Context: an optimization exercise on an open-source flow, tuned for small area and a short achievable clock period. The choices shown serve that exercise and are no tape-out recipe. No run shown here included a check of the RTL's function; only the layout flow was run. Power figures rest on the tool's default switching activity, not on a simulated workload.

==> flow/design.v, too long to show whole: its modules and the start of the top module <==
// module div_pre: 102 lines
// module div_post: 146 lines
// module alu_top: 782 lines
module alu_top (
    input clk,
    input [16-1:0] a,
    input [16-1:0] b,
    input [3:0] sel,
    output reg [16-1:0] y,
    output reg carry
);
  // ...
==> flow/flow/run.sh <==
#!/bin/bash
# Standard ORFS layout (standard.sh: unchanged synthesis, steps and SDC) with
# a larger setup slack margin for the repair steps.  At the design's 27 ns
# period every path already has slack, so without a margin the repair steps
# do nothing; with MARGIN ns they shorten every path longer than 27 - MARGIN.
set -euo pipefail
MARGIN=16.5
bash standard.sh SETUP_SLACK_MARGIN=$MARGIN  finish > standard.log 2>&1
==> flow/standard.sh <==
#!/bin/bash
# synth_recipe.tcl (not shown) runs the flow's synth.tcl, then flattens the netlist and writes it again
# the make line also repeats each setting of config.mk as NAME=value (left out here)
make -C /OpenROAD-flow-scripts/flow DESIGN_CONFIG=/design/flow/config.mk WORK_HOME=/design/flow/orfs CLKGATE_MAP_FILE= SYNTH_SCRIPT=/design/flow/synth_recipe.tcl "${@:-finish}"
==> flow/config.mk <==
export PLATFORM = sky130hd
export DESIGN_NAME = alu_top
export DESIGN_NICKNAME = alu_top
export VERILOG_FILES = /design/flow/design.v
export SDC_FILE = /design/flow/constraint.sdc
export NUM_CORES = 4
export LEC_CHECK = 0
export ABC_AREA = 1
export CAP_MARGIN = 20
export CORE_MARGIN = 2
export CORE_UTILIZATION = 55
export SLEW_MARGIN = 20
export SYNTH_HIERARCHICAL = 1
==> flow/constraint.sdc <==
create_clock -name core_clock -period 27.0 [get_ports {clk}]
set_input_delay 5.4000 -clock core_clock [delete_from_list [all_inputs] [get_ports {clk}]]
set_output_delay 5.4000 -clock core_clock [all_outputs]
set_load 0.01 [all_outputs]
==> summary.md, run 1 <==
| Metric | Value |
|---|---|
| GPL Wtd Cong | 0.980 |
| Total Wirelength | 49.9 mm |
| Max Root-Sink Buffers | 2 |
| Worst setup path startpoint | s1_b[2] |
| Status | no timing/DRC/antenna violations |
| Met1 usage | 42.9% |
| Post-Synthesis Cells | 2589 |
| CTS clk-pin slew, worst paths | 0.07 ns |
| Hold depth | 0 |
| Top pwr grp | combinational logic |
| Die width | 176 um |
| Netlist Area Pre-Place | 0.0163 mm2 |
| Max Freq | 0.104 GHz |
| Crit path required time | 27.25 ns |
| Slowest CP cell | dfxtp_1 |
| Core area | 0.0295 mm2 |
| I/O Buffers | 53 |
| Worst path most repeated cell | nand2_1 |
| Yosys synthesis warning count | 7 |
| Gr busiest metal | met2 |
| Layout cells sized above 1 | 12.6% |
| Worst r2r path cells | 84 |
| Inverters | 476 |
| Cells taking the most area after synthesis | nand2_1 21%, fa_1 15%, dfxtp_1 12%, inv_1 9.7%, nand3_1 8.8% |
| Root Buffer | clkbuf_16 |
==> module div_post, before the edit <==
module div_post (input [1:0] a, input [15:0] b, input [13:0] rin, output [1:0] q);
  wire [14:0] t1 = {rin, a[1]};
  wire [14:0] p1 = ~(t1 ^ b[14:0]);
  wire [15:0] c1;
  wire G1_0 = p1[0] ? 1'b0 : b[0];
  wire G1_1 = p1[2] ? b[1] : b[2];
  wire P1_1 = p1[2] & p1[1];
  wire G1_2 = p1[4] ? b[3] : b[4];
  wire P1_2 = p1[4] & p1[3];
  wire G1_3 = p1[6] ? b[5] : b[6];
  wire P1_3 = p1[6] & p1[5];
  wire G1_4 = p1[8] ? b[7] : b[8];
  wire P1_4 = p1[8] & p1[7];
  wire G1_5 = p1[10] ? b[9] : b[10];
  wire P1_5 = p1[10] & p1[9];
  wire G1_6 = p1[12] ? b[11] : b[12];
  wire P1_6 = p1[12] & p1[11];
  wire G1_7 = p1[14] ? b[13] : b[14];
  wire P1_7 = p1[14] & p1[13];
  wire G1_8 = p1[1] ? G1_0 : b[1];
  wire G1_9 = P1_1 ? G1_0 : G1_1;
  wire G1_10 = p1[5] ? G1_2 : b[5];
  wire P1_10 = p1[5] & P1_2;
  wire G1_11 = P1_3 ? G1_2 : G1_3;
  wire P1_11 = P1_3 & P1_2;
  wire G1_12 = p1[9] ? G1_4 : b[9];
  wire P1_12 = p1[9] & P1_4;
  wire G1_13 = P1_5 ? G1_4 : G1_5;
  wire P1_13 = P1_5 & P1_4;
  wire G1_14 = p1[13] ? G1_6 : b[13];
  wire P1_14 = p1[13] & P1_6;
  wire G1_15 = P1_7 ? G1_6 : G1_7;
  wire P1_15 = P1_7 & P1_6;
  wire G1_16 = p1[3] ? G1_9 : b[3];
  wire G1_17 = P1_2 ? G1_9 : G1_2;
  wire G1_18 = P1_10 ? G1_9 : G1_10;
  wire G1_19 = P1_11 ? G1_9 : G1_11;
  wire G1_20 = p1[11] ? G1_13 : b[11];
  wire P1_20 = p1[11] & P1_13;
  wire G1_21 = P1_6 ? G1_13 : G1_6;
  wire P1_21 = P1_6 & P1_13;
  wire G1_22 = P1_14 ? G1_13 : G1_14;
  wire P1_22 = P1_14 & P1_13;
  wire G1_23 = P1_15 ? G1_13 : G1_15;
  wire P1_23 = P1_15 & P1_13;
  wire G1_24 = p1[7] ? G1_19 : b[7];
  wire G1_25 = P1_4 ? G1_19 : G1_4;
  wire G1_26 = P1_12 ? G1_19 : G1_12;
  wire G1_27 = P1_13 ? G1_19 : G1_13;
  wire G1_28 = P1_20 ? G1_19 : G1_20;
  wire G1_29 = P1_21 ? G1_19 : G1_21;
  wire G1_30 = P1_22 ? G1_19 : G1_22;
  wire G1_31 = P1_23 ? G1_19 : G1_23;
  assign c1[0] = 1'b0;
  assign c1[1] = G1_0;
  assign c1[2] = G1_8;
  assign c1[3] = G1_9;
  assign c1[4] = G1_16;
  assign c1[5] = G1_17;
  assign c1[6] = G1_18;
  assign c1[7] = G1_19;
  assign c1[8] = G1_24;
  assign c1[9] = G1_25;
  assign c1[10] = G1_26;
  assign c1[11] = G1_27;
  assign c1[12] = G1_28;
  assign c1[13] = G1_29;
  assign c1[14] = G1_30;
  assign c1[15] = G1_31;
  wire [14:0] d1 = ~p1 ^ c1[14:0];
  wire q1 = ~|b[15:15] & ~c1[15];
  wire [14:0] r1 = q1 ? d1[14:0] : t1;
  wire [15:0] t0 = {r1, a[0]};
  wire [15:0] p0 = ~(t0 ^ b[15:0]);
  wire [16:0] c0;
  wire G0_0 = p0[0] ? 1'b0 : b[0];
  wire G0_1 = p0[2] ? b[1] : b[2];
  wire P0_1 = p0[2] & p0[1];
  wire G0_2 = p0[4] ? b[3] : b[4];
  wire P0_2 = p0[4] & p0[3];
  wire G0_3 = p0[6] ? b[5] : b[6];
  wire P0_3 = p0[6] & p0[5];
  wire G0_4 = p0[8] ? b[7] : b[8];
  wire P0_4 = p0[8] & p0[7];
  wire G0_5 = p0[10] ? b[9] : b[10];
  wire P0_5 = p0[10] & p0[9];
  wire G0_6 = p0[12] ? b[11] : b[12];
  wire P0_6 = p0[12] & p0[11];
  wire G0_7 = p0[14] ? b[13] : b[14];
  wire P0_7 = p0[14] & p0[13];
  wire G0_8 = p0[1] ? G0_0 : b[1];
  wire G0_9 = P0_1 ? G0_0 : G0_1;
  wire G0_10 = p0[5] ? G0_2 : b[5];
  wire P0_10 = p0[5] & P0_2;
  wire G0_11 = P0_3 ? G0_2 : G0_3;
  wire P0_11 = P0_3 & P0_2;
  wire G0_12 = p0[9] ? G0_4 : b[9];
  wire P0_12 = p0[9] & P0_4;
  wire G0_13 = P0_5 ? G0_4 : G0_5;
  wire P0_13 = P0_5 & P0_4;
  wire G0_14 = p0[13] ? G0_6 : b[13];
  wire P0_14 = p0[13] & P0_6;
  wire G0_15 = P0_7 ? G0_6 : G0_7;
  wire P0_15 = P0_7 & P0_6;
  wire G0_16 = p0[3] ? G0_9 : b[3];
  wire G0_17 = P0_2 ? G0_9 : G0_2;
  wire G0_18 = P0_10 ? G0_9 : G0_10;
  wire G0_19 = P0_11 ? G0_9 : G0_11;
  wire G0_20 = p0[11] ? G0_13 : b[11];
  wire P0_20 = p0[11] & P0_13;
  wire G0_21 = P0_6 ? G0_13 : G0_6;
  wire P0_21 = P0_6 & P0_13;
  wire G0_22 = P0_14 ? G0_13 : G0_14;
  wire P0_22 = P0_14 & P0_13;
  wire G0_23 = P0_15 ? G0_13 : G0_15;
  wire P0_23 = P0_15 & P0_13;
  wire G0_24 = p0[7] ? G0_19 : b[7];
  wire G0_25 = P0_4 ? G0_19 : G0_4;
  wire G0_26 = P0_12 ? G0_19 : G0_12;
  wire G0_27 = P0_13 ? G0_19 : G0_13;
  wire G0_28 = P0_20 ? G0_19 : G0_20;
  wire G0_29 = P0_21 ? G0_19 : G0_21;
  wire G0_30 = P0_22 ? G0_19 : G0_22;
  wire G0_31 = P0_23 ? G0_19 : G0_23;
  wire G0_32 = p0[15] ? G0_31 : b[15];
  assign c0[0] = 1'b0;
  assign c0[1] = G0_0;
  assign c0[2] = G0_8;
  assign c0[3] = G0_9;
  assign c0[4] = G0_16;
  assign c0[5] = G0_17;
  assign c0[6] = G0_18;
  assign c0[7] = G0_19;
  assign c0[8] = G0_24;
  assign c0[9] = G0_25;
  assign c0[10] = G0_26;
  assign c0[11] = G0_27;
  assign c0[12] = G0_28;
  assign c0[13] = G0_29;
  assign c0[14] = G0_30;
  assign c0[15] = G0_31;
  assign c0[16] = G0_32;
  wire [15:0] d0 = ~p0 ^ c0[15:0];
  wire q0 = 1'b1 & ~c0[16];
  assign q = {q1, q0};
endmodule
==> run 2, diff against run 1 <==
--- a/flow/design.v
+++ b/flow/design.v
@@ -95,18 +95,81 @@
   assign c10[5] = G10_7;
   assign c10[6] = G10_8;
   wire [5:0] d10 = ~p10 ^ c10[5:0];
   wire q10 = ~|b[15:6] & ~c10[6];
   wire [5:0] r10 = q10 ? d10[5:0] : t10;
   assign r = r10;
   assign q = {q15, q14, q13, q12, q11, q10};
 endmodule
-module div_post (input [1:0] a, input [15:0] b, input [13:0] rin, output [1:0] q);
-  wire [14:0] t1 = {rin, a[1]};
+module div_post (input [2:0] a, input [15:0] b, input [12:0] rin, output [2:0] q);
+  wire [13:0] t2 = {rin, a[2]};
+  wire [13:0] p2 = ~(t2 ^ b[13:0]);
+  wire [14:0] c2;
+  wire G2_0 = p2[0] ? 1'b0 : b[0];
+  wire G2_1 = p2[2] ? b[1] : b[2];
+  wire P2_1 = p2[2] & p2[1];
+  wire G2_2 = p2[4] ? b[3] : b[4];
+  wire P2_2 = p2[4] & p2[3];
+  wire G2_3 = p2[6] ? b[5] : b[6];
+  wire P2_3 = p2[6] & p2[5];
+  wire G2_4 = p2[8] ? b[7] : b[8];
+  wire P2_4 = p2[8] & p2[7];
+  wire G2_5 = p2[10] ? b[9] : b[10];
+  wire P2_5 = p2[10] & p2[9];
+  wire G2_6 = p2[12] ? b[11] : b[12];
+  wire P2_6 = p2[12] & p2[11];
+  wire G2_7 = p2[1] ? G2_0 : b[1];
+  wire G2_8 = P2_1 ? G2_0 : G2_1;
+  wire G2_9 = p2[5] ? G2_2 : b[5];
+  wire P2_9 = p2[5] & P2_2;
+  wire G2_10 = P2_3 ? G2_2 : G2_3;
+  wire P2_10 = P2_3 & P2_2;
+  wire G2_11 = p2[9] ? G2_4 : b[9];
+  wire P2_11 = p2[9] & P2_4;
+  wire G2_12 = P2_5 ? G2_4 : G2_5;
+  wire P2_12 = P2_5 & P2_4;
+  wire G2_13 = p2[13] ? G2_6 : b[13];
+  wire P2_13 = p2[13] & P2_6;
+  wire G2_14 = p2[3] ? G2_8 : b[3];
+  wire G2_15 = P2_2 ? G2_8 : G2_2;
+  wire G2_16 = P2_9 ? G2_8 : G2_9;
+  wire G2_17 = P2_10 ? G2_8 : G2_10;
+  wire G2_18 = p2[11] ? G2_12 : b[11];
+  wire P2_18 = p2[11] & P2_12;
+  wire G2_19 = P2_6 ? G2_12 : G2_6;
+  wire P2_19 = P2_6 & P2_12;
+  wire G2_20 = P2_13 ? G2_12 : G2_13;
+  wire P2_20 = P2_13 & P2_12;
+  wire G2_21 = p2[7] ? G2_17 : b[7];
+  wire G2_22 = P2_4 ? G2_17 : G2_4;
+  wire G2_23 = P2_11 ? G2_17 : G2_11;
+  wire G2_24 = P2_12 ? G2_17 : G2_12;
+  wire G2_25 = P2_18 ? G2_17 : G2_18;
+  wire G2_26 = P2_19 ? G2_17 : G2_19;
+  wire G2_27 = P2_20 ? G2_17 : G2_20;
+  assign c2[0] = 1'b0;
+  assign c2[1] = G2_0;
+  assign c2[2] = G2_7;
+  assign c2[3] = G2_8;
+  assign c2[4] = G2_14;
+  assign c2[5] = G2_15;
+  assign c2[6] = G2_16;
+  assign c2[7] = G2_17;
+  assign c2[8] = G2_21;
+  assign c2[9] = G2_22;
+  assign c2[10] = G2_23;
+  assign c2[11] = G2_24;
+  assign c2[12] = G2_25;
+  assign c2[13] = G2_26;
+  assign c2[14] = G2_27;
+  wire [13:0] d2 = ~p2 ^ c2[13:0];
+  wire q2 = ~|b[15:14] & ~c2[14];
+  wire [13:0] r2 = q2 ? d2[13:0] : t2;
+  wire [14:0] t1 = {r2, a[1]};
   wire [14:0] p1 = ~(t1 ^ b[14:0]);
   wire [15:0] c1;
   wire G1_0 = p1[0] ? 1'b0 : b[0];
   wire G1_1 = p1[2] ? b[1] : b[2];
   wire P1_1 = p1[2] & p1[1];
   wire G1_2 = p1[4] ? b[3] : b[4];
   wire P1_2 = p1[4] & p1[3];
   wire G1_3 = p1[6] ? b[5] : b[6];
@@ -239,17 +302,17 @@
   assign c0[11] = G0_27;
   assign c0[12] = G0_28;
   assign c0[13] = G0_29;
   assign c0[14] = G0_30;
   assign c0[15] = G0_31;
   assign c0[16] = G0_32;
   wire [15:0] d0 = ~p0 ^ c0[15:0];
   wire q0 = 1'b1 & ~c0[16];
-  assign q = {q1, q0};
+  assign q = {q2, q1, q0};
 endmodule
 module alu_top (
     input clk,
     input [16-1:0] a,
     input [16-1:0] b,
     input [3:0] sel,
     output reg [16-1:0] y,
     output reg carry
@@ -530,69 +593,18 @@
   assign c3[9] = G3_13;
   assign c3[10] = G3_19;
   assign c3[11] = G3_11;
   assign c3[12] = G3_20;
   assign c3[13] = G3_14;
   wire [12:0] d3 = ~p3 ^ c3[12:0];
   wire q3 = ~|s1_b[15:13] & ~c3[13];
   wire [12:0] r3 = q3 ? d3[12:0] : t3;
-  wire [13:0] t2 = {r3, s1_a[2]};
-  wire [13:0] p2 = ~(t2 ^ s1_b[13:0]);
-  wire [14:0] c2;
-  wire G2_0 = p2[0] ? 1'b0 : s1_b[0];
-  wire G2_1 = p2[2] ? s1_b[1] : s1_b[2];
-  wire P2_1 = p2[2] & p2[1];
-  wire G2_2 = p2[4] ? s1_b[3] : s1_b[4];
-  wire P2_2 = p2[4] & p2[3];
-  wire G2_3 = p2[6] ? s1_b[5] : s1_b[6];
-  wire P2_3 = p2[6] & p2[5];
-  wire G2_4 = p2[8] ? s1_b[7] : s1_b[8];
-  wire P2_4 = p2[8] & p2[7];
-  wire G2_5 = p2[10] ? s1_b[9] : s1_b[10];
-  wire P2_5 = p2[10] & p2[9];
-  wire G2_6 = p2[12] ? s1_b[11] : s1_b[12];
-  wire P2_6 = p2[12] & p2[11];
-  wire G2_7 = P2_1 ? G2_0 : G2_1;
-  wire G2_8 = P2_3 ? G2_2 : G2_3;
-  wire P2_8 = P2_3 & P2_2;
-  wire G2_9 = P2_5 ? G2_4 : G2_5;
-  wire P2_9 = P2_5 & P2_4;
-  wire G2_10 = P2_8 ? G2_7 : G2_8;
-  wire G2_11 = P2_9 ? G2_10 : G2_9;
-  wire G2_12 = P2_2 ? G2_7 : G2_2;
-  wire G2_13 = P2_4 ? G2_10 : G2_4;
-  wire G2_14 = P2_6 ? G2_11 : G2_6;
-  wire G2_15 = p2[1] ? G2_0 : s1_b[1];
-  wire G2_16 = p2[3] ? G2_7 : s1_b[3];
-  wire G2_17 = p2[5] ? G2_12 : s1_b[5];
-  wire G2_18 = p2[7] ? G2_10 : s1_b[7];
-  wire G2_19 = p2[9] ? G2_13 : s1_b[9];
-  wire G2_20 = p2[11] ? G2_11 : s1_b[11];
-  wire G2_21 = p2[13] ? G2_14 : s1_b[13];
-  assign c2[0] = 1'b0;
-  assign c2[1] = G2_0;
-  assign c2[2] = G2_15;
-  assign c2[3] = G2_7;
-  assign c2[4] = G2_16;
-  assign c2[5] = G2_12;
-  assign c2[6] = G2_17;
-  assign c2[7] = G2_10;
-  assign c2[8] = G2_18;
-  assign c2[9] = G2_13;
-  assign c2[10] = G2_19;
-  assign c2[11] = G2_11;
-  assign c2[12] = G2_20;
-  assign c2[13] = G2_14;
-  assign c2[14] = G2_21;
-  wire [13:0] d2 = ~p2 ^ c2[13:0];
-  wire q2 = ~|s1_b[15:14] & ~c2[14];
-  wire [13:0] r2 = q2 ? d2[13:0] : t2;
-  wire [13:0] rb = r2;
-  wire [9:2] qb = {q9, q8, q7, q6, q5, q4, q3, q2};
+  wire [12:0] rb = r3;
+  wire [9:3] qb = {q9, q8, q7, q6, q5, q4, q3};
   wire [15:0] o;
   wire co;
   wire [16:0] sc, dc; wire [16:0] sum; wire [15:0] dif;
   assign sc[0] = 1'b0; assign dc[0] = 1'b1;
   genvar k;
   generate for (k = 0; k < 16; k = k + 1) begin : rip
     assign sum[k] = s1_a[k] ^ s1_b[k] ^ sc[k];
     assign sc[k+1] = (s1_a[k] & s1_b[k]) | (sc[k] & (s1_a[k] ^ s1_b[k]));
@@ -1007,24 +1019,24 @@
   wire l_n = s_lg & ((s1_sel[2:0] == 3'b011) | (s1_sel[2:0] == 3'b100) | (s1_sel[2:0] == 3'b101));
   wire [15:0] bg = s1_a & s1_b, bp = s1_a ^ s1_b;
   wire [15:0] lo = {16{l_n}} ^ (({16{l_g}} & bg) | ({16{l_p}} & bp));
   wire [15:0] sh = ({16{s_shl}} & {s1_a[14:0], 1'b0}) | ({16{s_shr}} & {1'b0, s1_a[15:1]})
                  | ({16{s_rl}} & {8'b0, s1_a[6:0], s1_a[7]}) | ({16{s_rr}} & {8'b0, s1_a[0], s1_a[7:1]});
   assign o = ({16{s_add}} & sum[15:0]) | ({16{s_sub}} & dif) | ({16{s_mul}} & prod) | sh | lo;
   wire isdiv = s1_sel == 4'b0011;
   reg [15:0] s2_m;         
-  reg [13:0] s2_r;
-  reg [1:0] s2_a;
+  reg [12:0] s2_r;
+  reg [2:0] s2_a;
   reg [15:0] s2_b;
   reg s2_div;
   always @(posedge clk) begin
-    s2_m <= isdiv ? {s1_q, qb, o[1:0]} : o;
+    s2_m <= isdiv ? {s1_q, qb, o[2:0]} : o;
     s2_r <= rb;
-    s2_a <= s1_a[1:0];
+    s2_a <= s1_a[2:0];
     s2_b <= s1_b;
     s2_div <= isdiv;
     carry <= co;
   end
-  wire [1:0] qc;
+  wire [2:0] qc;
   div_post u_post (.a(s2_a), .b(s2_b), .rin(s2_r), .q(qc));
-  always @* y = {s2_m[15:2], s2_div ? qc : s2_m[1:0]};
+  always @* y = {s2_m[15:3], s2_div ? qc : s2_m[2:0]};
 endmodule
==> summary.md, run 2 <==
| Metric | Value |
|---|---|
| Number of global-route vias before repair | 15300 (was 15200) |
| Tmin final | 10.16 ns (was 9.60 ns) |
| Most frequent cells in the layout | 943 x nand2_1, 420 x inv_1, 276 x nand3_1, 132 x nand2_2, 120 x fa_1 (was 911 x nand2_1, 421 x inv_1, 286 x nand3_1, 120 x fa_1, 109 x nand2_2) |
| Crit path required time | 21.60 ns (was 27.25 ns) |
| Final hold vios | 0 (unchanged) |
| Post-layout util | 60.5% (was 59.8%) |
| Die width | 179 um (was 176 um) |
| Syn_area_per_cell | 6.36 um2 (was 6.31 um2) |
| Crit-path max FO | 9 (was 24) |
| Max Cap Violations | 0 (unchanged) |
| Worst setup margin | 16.84 ns (was 17.40 ns) |
| Critical path type | reg2out (was reg2reg) |
| Final Skew | 0.0147 ns (was 0.00959 ns) |
| Clock Sinks | 98 (unchanged) |
| Slowest CP cell | clkdlybuf4s50_1 (was dfxtp_1) |
| Final worst-path cycle share | 37.6% (was 35.5%) |
| Worst path most repeated cell | nand2_1 (unchanged) |
| TritonCTS clock tree | done (unchanged) |
| Status | no timing/DRC/antenna violations (unchanged) |
| Maximum VDD drop | 0.0557 mV (was 0.0376 mV) |
| Initial drt markers | 1105 (was 1391) |
| Core Rows | 63 (unchanged) |
| Setup crit end kind | primary output (was flop) |
| Post-Synthesis Cells | 2638 (was 2589) |
| Comb power frac | 66.0% (was 66.2%) |
| Initial antenna violation count | 0 (unchanged) |
| Sw power | 441 uW (was 430 uW) |
| Gr ovfl total | 0 (unchanged) |
| Internal power | 468 uW (was 452 uW) |
| Post-synth top area cell | nand2_1 (unchanged) |
| CP arrival | 4.76 ns (was 9.85 ns) |
| Syn nets | 2864 (was 2816) |
| Layout cells sized above 1 | 15.6% (was 12.6%) |
| Flop pwr share | 18.8% (was 19.4%) |
| CTS Buf Count | 9 (unchanged) |
| Die area | 0.0319 mm2 (was 0.0311 mm2) |
| RSZ-0062 raised after global routing | no (unchanged) |
| Root Buffer | clkbuf_16 (unchanged) |
| Post-synth EDFFs | 0 (unchanged) |
| Remaining routing DRC violations | 0 (unchanged) |
| Seq/Total Area, Yosys | 11.7% (was 12.0%) |
| Synth async-reset ratio | 0% (unchanged) |
| Core area | 0.0298 mm2 (was 0.0295 mm2) |
| Htree depth | 3 (unchanged) |
| Total number of vias | 16500 (was 16100) |
| Cells taking the most area after synthesis | nand2_1 21%, fa_1 14%, dfxtp_1 12%, inv_1 9.4%, nand3_1 8.3% (was nand2_1 21%, fa_1 15%, dfxtp_1 12%, inv_1 9.7%, nand3_1 8.8%) |
| Fillers | 2961 (was 2892) |
| Top cell type's share of synthesized area | 21.2% (was 21.0%) |
| Tightest Hold Check Type | reg2reg (unchanged) |
| Initial Util | 56.3% (was 55.4%) |
| Setup violators final | 0 (unchanged) |
| GPL Wtd Cong | 0.923 (was 0.980) |
| Actual slew at the worst max-slew pin | 1.04 ns (was 1.01 ns) |
| Synth Flop Type | dfxtp_1 (unchanged) |
| Clock Power Share | 15.2% (was 14.4%) |
| Relative slew slack | 30.6% (was 31.2%) |
| Fin. max-slew vios | 0 (unchanged) |
| Worst-Skew Late Latency | 0.38 ns (was 0.36 ns) |
| DRT Pass-1 Iters | 6 (unchanged) |
| Pre-CTS WS | 17.11 ns (was 16.69 ns) |
| Routed WL per cell | 16.1 um (was 16.6 um) |
| Sequential cell area | 0.00197 mm2 (about the same) |
| Synthesis-to-layout area growth | 7.45% (was 7.95%) |
| Antenna Nets Post-Route | 0 (unchanged) |
| Post-detail-place hpwl | 38.2 mm (was 38.0 mm) |
| # IOs | 54 (unchanged) |
| I/O Buffers | 53 (unchanged) |
| Buf+Inv Stages, Crit Path | 6 (was 8) |
| Area of the multi-input gates | 0.0125 mm2 (was 0.0121 mm2) |
| Switch share | 48.5% (was 48.8%) |
| Most common cell after layout, fill and taps aside | nand2_1 (unchanged) |
| CTS clk-pin slew, worst paths | 0.07 ns (about the same) |
| Most numerous cell in the Yosys netlist | nand2_1 (unchanged) |
| Max Freq | 0.0985 GHz (was 0.104 GHz) |
| Die Span Y | 179 um (was 176 um) |
| Yosys cell types | 65 (was 63) |
| Max incr delay on CP | 0.47 ns (was 0.31 ns) |
| Top cell family by delay on the critical path | simple AND/OR/NAND/NOR gates (unchanged) |
| Yosys synthesis warning count | 7 (unchanged) |
| First-pass GRT wire length | 78.5 mm (was 79.0 mm) |
| Crit path launch type | flop (unchanged) |
| Max Root-Sink Buffers | 2 (unchanged) |
| Total Wirelength | 49.5 mm (was 49.9 mm) |
| Worst reg2reg setup slack | 17.46 ns (was 17.40 ns) |
| Leak | 0.0103 uW (was 0.0100 uW) |
| # nets final | 2900 (was 2839) |
| P per Cell Area | 50.4 mW/mm2 (was 50.0 mW/mm2) |
| Synthesis-stage register bit count | 98 (unchanged) |
| Commonest cells in the netlist | 946 x nand2_1, 420 x inv_1, 278 x nand3_1 (was 913 x nand2_1, 422 x inv_1, 287 x nand3_1) |
| Setup tns final | 0 ns (unchanged) |
| Largest net degree at the start of global routing | 32 (was 31) |
| Netlist Area Pre-Place | 0.0168 mm2 (was 0.0163 mm2) |
| Avg Vias per Cell | 5.39 (was 5.34) |
| # diodes | 0 (unchanged) |
| Total global-route track usage | 31.7% (was 32.3%) |
-- run 2: cell types whose count changed in the layout (fill, tap and decap cells not counted), sizes merged, moves of 6 or more --
cell	before	now
a21oi	33	21
buf	34	42
inv	465	479
nand2	1043	1104
nor3	7	1
xnor2	26	32
xor2	45	31
-- run 2: kinds of logic (layout without fill, tap and decap cells) --
| group | after synthesis | in the layout | synth area share [%] |
|---|---|---|---|
| simple gates | 1591 | 1597 | 45.3 |
| buf+inv | 561 | 596 | 14.6 |
| fa+ha+maj | 189 | 189 | 19.5 |
| compound gates | 133 | 133 | 5.43 |
| flops | 98 | 98 | 11.7 |
| xor+xnor | 63 | 63 | 3.33 |
| mux | 3 | 3 | 0.201 |
-- run 2: final cells by class --
class | count | area share [%]
Sequential cell | 98 | 10.9
Tap cell | 390 | 2.71
Multi-Input combinational cell | 1985 | 69.6
Inverter | 485 | 10.2
Timing Repair Buffer | 95 | 4.80
Clock inverter | 6 | 0.403
Clock buffer | 10 | 1.33
-- run 2: Yosys stat by module, one instance, submodules excluded --
module	times used	flip-flops and latches	cell area, um2
alu_top	1	98	12400
div_post	1	0	2900
div_pre	1	0	1450
-- run 2: what timing repair did --
action | CTS | global route
hold buffers | 0 | 0
buffers inserted | 0 | 20
gates resized for setup | 0 | 32
endpoints found under the setup margin | 0 | 15
hold endpoints to repair | 0 | 0
-- run 2: worst min-delay path, delay by kind of cell, from the launching register on --
kind,cells,cell delay (ns)
DFF,1,0.31
and+or+nand+nor,2,0.12
-- run 2: final timing paths --
check,from,endpoint,depth (start not counted)
max,s2_b[12],y[0],32
min,s1_q[0],s2_m[10],2
max reg2reg,s1_b[4],s2_m[3],69
min reg2reg,s1_q[0],s2_m[10],2
-- run 2: routing by layer --
| metal | vias to the layer above | routed length, um | global-route usage, % |
|---|---|---|---|
| met5 | - | 0 | 0 |
| met4 | 0 | 1280 | 8.98 |
| met3 | 91 | 3500 | 4.92 |
| met2 | 566 | 22400 | 51.6 |
| met1 | 7726 | 22400 | 43.4 |
| li1 | 8161 | - | - |
-- run 2: power by group through the flow --
stage          registers, uW  logic [uW]  clock network (uW)
3_3_place_gp             174         570                   0
6_report                 171         600                 138
2_1_floorplan            170         423                   0
4_1_cts                  171         581                 142
5_1_grt                  172         673                 147
3_5_place_dp             174         574                   0
-- run 2: metrics by stage --
stage	cells	hold WS, ns	area (um2)	total power, uW
floorplan	2638	0.354	16800	593
global placement	3027	0.447	17400	744
detailed placement	3027	0.449	17400	748
CTS	3043	0.463	17700	893
global route	3069	0.494	18000	992
finish	3069	0.458	18000	909

## re-timing with driven ports
The results above use ideal ports. As a check the final layouts listed here were re-extracted and re-timed, cells and wires unchanged.
Step 1: set_driving_cell puts a clkbuf_16 on clk and a buf_2 on each other input, an assumption about the parent block.
Step 2 adds t to the input delays and takes it off the output delays; t is the mean of the earliest and latest rising clock arrival at the registers after step 1. Input paths then give back, and output paths get back, about the clock's delay inside the block.
a / b / c = no drivers / after step 1 / after step 2; a / b = the first two.
| run | t (ns) | setup WS [ns] | worst hold slack (ns) | clock arrival spread, ns | worst data-port slew with drivers (ns) |
|---|---|---|---|---|---|
| run 1 | 0.413 | 17.403 / 17.403 / 17.187 | 0.498 / 0.498 / 0.498 | 0.011 / 0.010 | 0.04 |
| run 2 | 0.425 | 16.843 / 16.785 / 17.211 | 0.458 / 0.458 / 0.458 | 0.015 / 0.015 | 0.04 |
After both steps every run listed still meets setup and hold. For run 1, which loses most, drivers alone change the setup slack by 0.000 ns; drivers and shift together by -0.216 ns.
